This design comes from an exercise in tuning for small area on the open sky130 flow, not from production work.
At most, simulation tests tie the RTL to the original design; equivalence was not proved.
No driver is modelled on the clock port, so clocking that relies on it looks cheaper here than on a real chip.
Power and IR drop assume default switching activity.

==> inputs of job 5272 <==
Design BridgeTop, start of the top module:
module BridgeTop(Hclk, Hresetn, Hwrite, Hreadyin, Hreadyout, Hwdata, Haddr, Htrans,
                Prdata, Penable, Pwrite, Pselx, Paddr, Pwdata, Hresp, Hrdata);
input Hclk, Hresetn, Hwrite, Hreadyin;
input [1:0] Htrans;
input [31:0] Hwdata, Haddr, Prdata;
output reg Penable, Pwrite, Hreadyout;
output [1:0] Hresp;
output [2:0] Pselx;
output reg [31:0] Paddr, Pwdata;
output [31:0] Hrdata;
assign Hrdata = Prdata;
assign Hresp = 2'b00;
localparam [2:0] S_IDLE   = 3'b000,
                 S_WWAIT  = 3'b001,
                 S_READ   = 3'b011,
                 S_WRITE  = 3'b111,
                 S_WRITEP = 3'b101,
                 S_ENABLE = 3'b100,
                 S_WEPR   = 3'b110,
                 S_WEPW   = 3'b010;
wire in_win = Haddr[31] & ~Haddr[30] & ~Haddr[29] & ~Haddr[28] & ~(Haddr[27] & Haddr[26]);
wire valid  = Hreadyin & Htrans[1] & in_win;
reg  [1:0] psel_q;
wire [1:0] selc = in_win ? {Haddr[27] | Haddr[26], ~Haddr[26]} : 2'b00;
assign Pselx = {psel_q[1] & psel_q[0], psel_q[1] & ~psel_q[0], ~psel_q[1] & psel_q[0]};
reg [2:0] state, state_n;
  ...
==> module BridgeTop, before the edit <==
module BridgeTop(Hclk, Hresetn, Hwrite, Hreadyin, Hreadyout, Hwdata, Haddr, Htrans,
                Prdata, Penable, Pwrite, Pselx, Paddr, Pwdata, Hresp, Hrdata);
input Hclk, Hresetn, Hwrite, Hreadyin;
input [1:0] Htrans;
input [31:0] Hwdata, Haddr, Prdata;
output reg Penable, Pwrite, Hreadyout;
output [1:0] Hresp;
output [2:0] Pselx;
output reg [31:0] Paddr, Pwdata;
output [31:0] Hrdata;
assign Hrdata = Prdata;
assign Hresp = 2'b00;
localparam [2:0] S_IDLE   = 3'b000,
                 S_WWAIT  = 3'b001,
                 S_READ   = 3'b011,
                 S_WRITE  = 3'b111,
                 S_WRITEP = 3'b101,
                 S_ENABLE = 3'b100,
                 S_WEPR   = 3'b110,
                 S_WEPW   = 3'b010;
wire in_win = Haddr[31] & ~Haddr[30] & ~Haddr[29] & ~Haddr[28] & ~(Haddr[27] & Haddr[26]);
wire valid  = Hreadyin & Htrans[1] & in_win;
reg  [1:0] psel_q;
wire [1:0] selc = in_win ? {Haddr[27] | Haddr[26], ~Haddr[26]} : 2'b00;
assign Pselx = {psel_q[1] & psel_q[0], psel_q[1] & ~psel_q[0], ~psel_q[1] & psel_q[0]};
reg [2:0] state, state_n;
reg [31:0] a_q, d_q;
always @(*) begin
    case (state)
        S_WWAIT, S_WEPW: state_n = valid ? S_WRITEP : S_WRITE;
        S_READ:          state_n = S_ENABLE;
        S_WRITE:         state_n = ~valid ? S_ENABLE : (Hwrite ? S_WEPW : S_WEPR);
        S_WRITEP:        state_n = Hwrite ? S_WEPW : S_WEPR;
        S_WEPR:          state_n = S_READ;
        default:         state_n = ~valid ? S_IDLE : (Hwrite ? S_WWAIT : S_READ);
    endcase
end
wire st_rd  = (state == S_READ);
wire st_wr  = (state == S_WRITE) | (state == S_WRITEP);
wire st_en  = (state == S_ENABLE) | (state == S_WEPR) | (state == S_WEPW);
wire st_sel = ~((state == S_IDLE) | (state == S_WWAIT));
wire hold   = (state == S_WEPW) & valid;
wire ld_a  = st_rd | st_wr;
wire ld_d  = st_wr;
wire a_new = Hresetn & ~hold;
wire a_old = Hresetn & hold;
wire p_new = Hresetn & ld_a;
wire p_old = Hresetn & ~ld_a;
wire w_new = Hresetn & ld_d;
wire w_old = Hresetn & ~ld_d;
always @(posedge Hclk) begin
    a_q    <= ({32{a_new}} & Haddr)  | ({32{a_old}} & a_q);
    d_q    <= ({32{a_new}} & Hwdata) | ({32{a_old}} & d_q);
    Paddr  <= ({32{p_new}} & a_q)    | ({32{p_old}} & Paddr);
    Pwdata <= ({32{w_new}} & d_q)    | ({32{w_old}} & Pwdata);
end
always @(posedge Hclk) begin
    if (~Hresetn) begin
        state      <= S_IDLE;
        Pwrite     <= 1'b0;
        psel_q     <= 2'b00;
        Penable    <= 1'b0;
        Hreadyout  <= 1'b0;
    end else begin
        state      <= state_n;
        if (ld_a)
            Pwrite <= st_wr;
        psel_q     <= st_sel ? selc : 2'b00;
        Penable    <= st_en;
        Hreadyout  <= ~ld_a;
    end
end
endmodule
export LEC_CHECK = 0
export CAP_MARGIN = 20
export CORE_MARGIN = 2
export CORE_UTILIZATION = 40
export GPL_TIMING_DRIVEN = 0
export SLEW_MARGIN = 20
export BUFFER_PORTS_ARGS = -buffer_cell sky130_fd_sc_hd__buf_1
export POST_FLOORPLAN_TCL = /design/flow/flow/downsize.tcl
export CTS_ARGS = -sink_clustering_enable -repair_clock_nets -dont_use_dummy_load -buf_list sky130_fd_sc_hd__clkbuf_4 -root_buf sky130_fd_sc_hd__clkbuf_8
export PRE_CTS_TCL = /design/flow/flow/mycts.tcl
export MYCTS_BUF = sky130_fd_sc_hd__inv_12
export MYCTS_ROOT = sky130_fd_sc_hd__inv_6
export MYCTS_K = 4
export SKIP_REPAIR_TIE_FANOUT = 1
create_clock -name core_clock -period 3.0 [get_ports {Hclk}]
standard.sh (not shown) runs the stock make flow with config.mk's settings and CLKGATE_MAP_FILE= SYNTH_SCRIPT=/design/flow/synth_recipe.tcl, a recipe that flattens the netlist after the stock synthesis.
==> flow/flow/run.sh <==
#!/bin/bash
# Own flow: the standard ORFS layout (standard.sh) with extra settings
# appended to config.mk from flow/extra.mk:
#  - port buffers from sky130_fd_sc_hd__buf_1 (every port still gets one),
#  - after floorplan (downsize.tcl): synthesis buffers removed, each wide
#    select net given one strong driver, every other combinational cell set
#    to its smallest drive (repair_design and repair_timing still run),
#  - before CTS (mycts.tcl): the clock port drives one inv_6, which drives
#    four inv_12, each driving the flip-flops of one quarter of the layout
#    (two inversions, so the flip-flops see Hclk's own polarity); TritonCTS
#    and repair_clock_inverters skip these nets,
#  - one tie cell for both Hresp outputs (SKIP_REPAIR_TIE_FANOUT).
# The synthesis is the standard one (standard.sh runs it unchanged).
# Each tool's full output is in standard_flow.log and the ORFS logs under orfs/logs.
set -euo pipefail
FLOWDIR=$(cd "$(dirname "${BASH_SOURCE[0]}")" && pwd)
sed "s#@FLOWDIR@#$FLOWDIR#g" "$FLOWDIR/extra.mk" >> config.mk
bash standard.sh > standard_flow.log 2>&1
==> flow/flow/extra.mk <==
export BUFFER_PORTS_ARGS = -buffer_cell sky130_fd_sc_hd__buf_1
export POST_FLOORPLAN_TCL = @FLOWDIR@/downsize.tcl
export CTS_ARGS = -sink_clustering_enable -repair_clock_nets -dont_use_dummy_load -buf_list sky130_fd_sc_hd__clkbuf_4 -root_buf sky130_fd_sc_hd__clkbuf_8
export PRE_CTS_TCL = @FLOWDIR@/mycts.tcl
export MYCTS_BUF = sky130_fd_sc_hd__inv_12
export MYCTS_ROOT = sky130_fd_sc_hd__inv_6
export MYCTS_K = 4
export SKIP_REPAIR_TIE_FANOUT = 1
==> flow/flow/mycts.tcl <==
# Manual clock tree (PRE_CTS_TCL): the flip-flops are split into MYCTS_K
# balanced groups by position (recursive bisection); each group is driven by
# one MYCTS_BUF cell placed at its centroid. With MYCTS_ROOT set, the clock
# port drives one MYCTS_ROOT cell (an inverter, at the centroid of all
# flip-flops) that drives the MYCTS_BUF cells (inverters too, so the
# flip-flops see the clock's own polarity); else the port drives the
# MYCTS_BUF cells. TritonCTS is then told to skip these nets.
set block [ord::get_db_block]
set db [ord::get_db]
set clk_net [$block findNet Hclk]
set bufm [$db findMaster $::env(MYCTS_BUF)]
set K $::env(MYCTS_K)

set sinks {}
foreach it [$clk_net getITerms] {
  set inst [$it getInst]
  set loc [$inst getLocation]
  set w [[$inst getMaster] getWidth]
  set h [[$inst getMaster] getHeight]
  lappend sinks [list $it [expr {[lindex $loc 0] + $w/2}] [expr {[lindex $loc 1] + $h/2}]]
}
puts "mycts: [llength $sinks] sinks"

proc bisect {items k} {
  if {$k <= 1} { return [list $items] }
  set xs [lmap s $items {lindex $s 1}]
  set ys [lmap s $items {lindex $s 2}]
  set dx [expr {[tcl::mathfunc::max {*}$xs] - [tcl::mathfunc::min {*}$xs]}]
  set dy [expr {[tcl::mathfunc::max {*}$ys] - [tcl::mathfunc::min {*}$ys]}]
  set idx [expr {$dx >= $dy ? 1 : 2}]
  set sorted [lsort -integer -index $idx $items]
  set k1 [expr {$k / 2}]
  set n1 [expr {[llength $sorted] * $k1 / $k}]
  set a [lrange $sorted 0 [expr {$n1 - 1}]]
  set b [lrange $sorted $n1 end]
  return [concat [bisect $a $k1] [bisect $b [expr {$k - $k1}]]]
}

set groups [bisect $sinks $K]
# Optional root cell (an inverter, with inverting leaves) between the port and
# the leaf cells.
set drv_net $clk_net
if {[info exists ::env(MYCTS_ROOT)] && $::env(MYCTS_ROOT) ne ""} {
  set rm [$db findMaster $::env(MYCTS_ROOT)]
  set r [odb::dbInst_create $block $rm "mycts_root"]
  set drv_net [odb::dbNet_create $block "mycts_root_net"]
  $drv_net setSigType CLOCK
  [$r findITerm A] connect $clk_net
  [$r findITerm Y] connect $drv_net
  set sx 0; set sy 0
  foreach s $sinks { set sx [expr {$sx + [lindex $s 1]}]; set sy [expr {$sy + [lindex $s 2]}] }
  $r setLocation [expr {int($sx / [llength $sinks])}] [expr {int($sy / [llength $sinks])}]
  $r setPlacementStatus PLACED
}
set bw [$bufm getWidth]
set bh [$bufm getHeight]
set i 0
set nets {Hclk}
if {$drv_net ne $clk_net} { lappend nets mycts_root_net }
foreach g $groups {
  set sx 0; set sy 0
  foreach s $g { set sx [expr {$sx + [lindex $s 1]}]; set sy [expr {$sy + [lindex $s 2]}] }
  set cx [expr {int($sx / [llength $g] - $bw / 2)}]
  set cy [expr {int($sy / [llength $g] - $bh / 2)}]
  set b [odb::dbInst_create $block $bufm "mycts_buf_$i"]
  set n [odb::dbNet_create $block "mycts_net_$i"]
  $n setSigType CLOCK
  [$b findITerm A] connect $drv_net
  set out [$b findITerm X]
  if {$out eq "NULL"} { set out [$b findITerm Y] }
  $out connect $n
  foreach s $g {
    set it [lindex $s 0]
    $it disconnect
    $it connect $n
  }
  $b setLocation $cx $cy
  $b setPlacementStatus PLACED
  lappend nets "mycts_net_$i"
  puts "mycts: buffer $i drives [llength $g] sinks at ($cx, $cy)"
  incr i
}
$clk_net setSigType CLOCK
global_connect
detailed_placement
set_cts_config -skip_nets $nets
# cts.tcl runs repair_clock_inverters next, which would copy each leaf
# inverter once per flip-flop; the tree above is already complete.
if {[llength [info commands repair_clock_inverters]]} {
  rename repair_clock_inverters mycts_orig_repair_clock_inverters
  proc repair_clock_inverters {args} { puts "mycts: repair_clock_inverters skipped" }
}
Other scripts of this flow, unchanged in this note and not shown: flow/flow/downsize.tcl
==> job 4230 (differences from job 5272) <==
--- a/flow/design.v
+++ b/flow/design.v
@@ -8,3 +8,3 @@
 output [1:0] Hresp;
-output [2:0] Pselx;
+output reg [2:0] Pselx;
 output reg [31:0] Paddr, Pwdata;
@@ -23,5 +23,3 @@
 wire valid  = Hreadyin & Htrans[1] & in_win;
-reg  [1:0] psel_q;
-wire [1:0] selc = in_win ? {Haddr[27] | Haddr[26], ~Haddr[26]} : 2'b00;
-assign Pselx = {psel_q[1] & psel_q[0], psel_q[1] & ~psel_q[0], ~psel_q[1] & psel_q[0]};
+wire [2:0] selx = in_win ? {Haddr[27], Haddr[26], ~(Haddr[27] | Haddr[26])} : 3'b000;
 reg [2:0] state, state_n;
@@ -61,3 +59,3 @@
         Pwrite     <= 1'b0;
-        psel_q     <= 2'b00;
+        Pselx      <= 3'b000;
         Penable    <= 1'b0;
@@ -68,3 +66,3 @@
             Pwrite <= st_wr;
-        psel_q     <= st_sel ? selc : 2'b00;
+        Pselx      <= st_sel ? selx : 3'b000;
         Penable    <= st_en;
==> flow/flow/run.sh (replaced) <==
#!/bin/bash
# Own flow: the standard ORFS layout (standard.sh) with extra settings
# appended to config.mk from flow/extra.mk:
#  - port buffers from sky130_fd_sc_hd__buf_1 (every port still gets one),
#  - combinational cells from synthesis set to their smallest drive before
#    placement (repair_design and repair_timing upsize where needed),
#  - clock tree options.
# Each tool's full output is in standard_flow.log and the ORFS logs under orfs/logs.
set -euo pipefail
FLOWDIR=$(cd "$(dirname "${BASH_SOURCE[0]}")" && pwd)
sed "s#@FLOWDIR@#$FLOWDIR#g" "$FLOWDIR/extra.mk" >> config.mk
bash standard.sh > standard_flow.log 2>&1
--- a/flow/flow/extra.mk
+++ b/flow/flow/extra.mk
@@ -4,5 +4,3 @@
 export PRE_CTS_TCL = @FLOWDIR@/mycts.tcl
-export MYCTS_BUF = sky130_fd_sc_hd__inv_12
-export MYCTS_ROOT = sky130_fd_sc_hd__inv_6
+export MYCTS_BUF = sky130_fd_sc_hd__clkbuf_16
 export MYCTS_K = 4
-export SKIP_REPAIR_TIE_FANOUT = 1
==> flow/flow/mycts.tcl (replaced) <==
# Manual clock tree: the clock port drives MYCTS_K buffers (MYCTS_BUF); the
# flip-flops are split into MYCTS_K balanced groups by position (recursive
# bisection) and each group is driven by one buffer placed at its centroid.
# TritonCTS is then told to skip these nets.
set block [ord::get_db_block]
set db [ord::get_db]
set clk_net [$block findNet Hclk]
set bufm [$db findMaster $::env(MYCTS_BUF)]
set K $::env(MYCTS_K)

set sinks {}
foreach it [$clk_net getITerms] {
  set inst [$it getInst]
  set loc [$inst getLocation]
  set w [[$inst getMaster] getWidth]
  set h [[$inst getMaster] getHeight]
  lappend sinks [list $it [expr {[lindex $loc 0] + $w/2}] [expr {[lindex $loc 1] + $h/2}]]
}
puts "mycts: [llength $sinks] sinks"

proc bisect {items k} {
  if {$k <= 1} { return [list $items] }
  set xs [lmap s $items {lindex $s 1}]
  set ys [lmap s $items {lindex $s 2}]
  set dx [expr {[tcl::mathfunc::max {*}$xs] - [tcl::mathfunc::min {*}$xs]}]
  set dy [expr {[tcl::mathfunc::max {*}$ys] - [tcl::mathfunc::min {*}$ys]}]
  set idx [expr {$dx >= $dy ? 1 : 2}]
  set sorted [lsort -integer -index $idx $items]
  set k1 [expr {$k / 2}]
  set n1 [expr {[llength $sorted] * $k1 / $k}]
  set a [lrange $sorted 0 [expr {$n1 - 1}]]
  set b [lrange $sorted $n1 end]
  return [concat [bisect $a $k1] [bisect $b [expr {$k - $k1}]]]
}

set groups [bisect $sinks $K]
set bw [$bufm getWidth]
set bh [$bufm getHeight]
set i 0
set nets {Hclk}
foreach g $groups {
  set sx 0; set sy 0
  foreach s $g { set sx [expr {$sx + [lindex $s 1]}]; set sy [expr {$sy + [lindex $s 2]}] }
  set cx [expr {int($sx / [llength $g] - $bw / 2)}]
  set cy [expr {int($sy / [llength $g] - $bh / 2)}]
  set b [odb::dbInst_create $block $bufm "mycts_buf_$i"]
  set n [odb::dbNet_create $block "mycts_net_$i"]
  $n setSigType CLOCK
  [$b findITerm A] connect $clk_net
  [$b findITerm X] connect $n
  foreach s $g {
    set it [lindex $s 0]
    $it disconnect
    $it connect $n
  }
  $b setLocation $cx $cy
  $b setPlacementStatus PLACED
  lappend nets "mycts_net_$i"
  puts "mycts: buffer $i drives [llength $g] sinks at ($cx, $cy)"
  incr i
}
$clk_net setSigType CLOCK
global_connect
detailed_placement
set_cts_config -skip_nets $nets
- CORE_UTILIZATION: 40 -> 55
- MYCTS_BUF: sky130_fd_sc_hd__inv_12 -> sky130_fd_sc_hd__clkbuf_16
- MYCTS_ROOT: sky130_fd_sc_hd__inv_6 -> not set
- SKIP_REPAIR_TIE_FANOUT: 1 -> not set
==> flow_summary_export.csv <==
group,metric,value,unit
timing,hold_ws,0.4683,ns
run_status,status,"timing/DRC/antenna clean",
pwr,pwr-share-clk,0.242,
placement,dp_slack,0.3032,ns
cells_and_area,regArea,2723,um2
floorplanning,n_tap_cell,140,
clocking,clk_latency,0.23,ns
pwr,combPwrFrac,0.060,
pwr,pg_comb,164,uW
(the above is from job 5272)
==> flow_summary_export.csv <==
group,metric,value,unit
pwr,pwr-share-clk,0.248,
pwr,pg_comb,169,uW
placement,dp_slack,0.2860,ns
timing,hold_ws,0.4828,ns
clocking,clk_latency,0.18,ns
critical_path,r2r-end,"d_q[15]",
cells_and_area,regArea,2743,um2
run_status,status,"timing/DRC/antenna clean",
floorplanning,n_tap_cell,105,
(the above is from job 4230)
Function not checked in job 4230: the RTL went through the layout flow alone.

## separate check: timing with driven ports
How much do the figures lean on ideal ports? The routed layouts below were timed once more, with nothing changed but the port constraints. Step 1 assumes that a clkbuf_16 drives the clock port and a buf_2 every other input. Step 2 also shifts input and output timing later by t, the mid clock arrival at the registers, as if the neighbouring blocks saw the same clock. a / b / c = no drivers / after step 1 / after step 2; a / b = the first two.
run | shift t [ns] | setup WS [ns] | worst data-port slew with drivers (ns)
job 5272 | 0.266 | 0.508 / 0.530 / 0.265 | 0.12
job 4230 | 0.251 | 0.479 / 0.535 / 0.285 | 0.14
After both steps every run listed still meets setup and hold. For job 5272, which loses most, drivers alone change the setup slack by +0.022 ns; drivers and shift together by -0.243 ns.
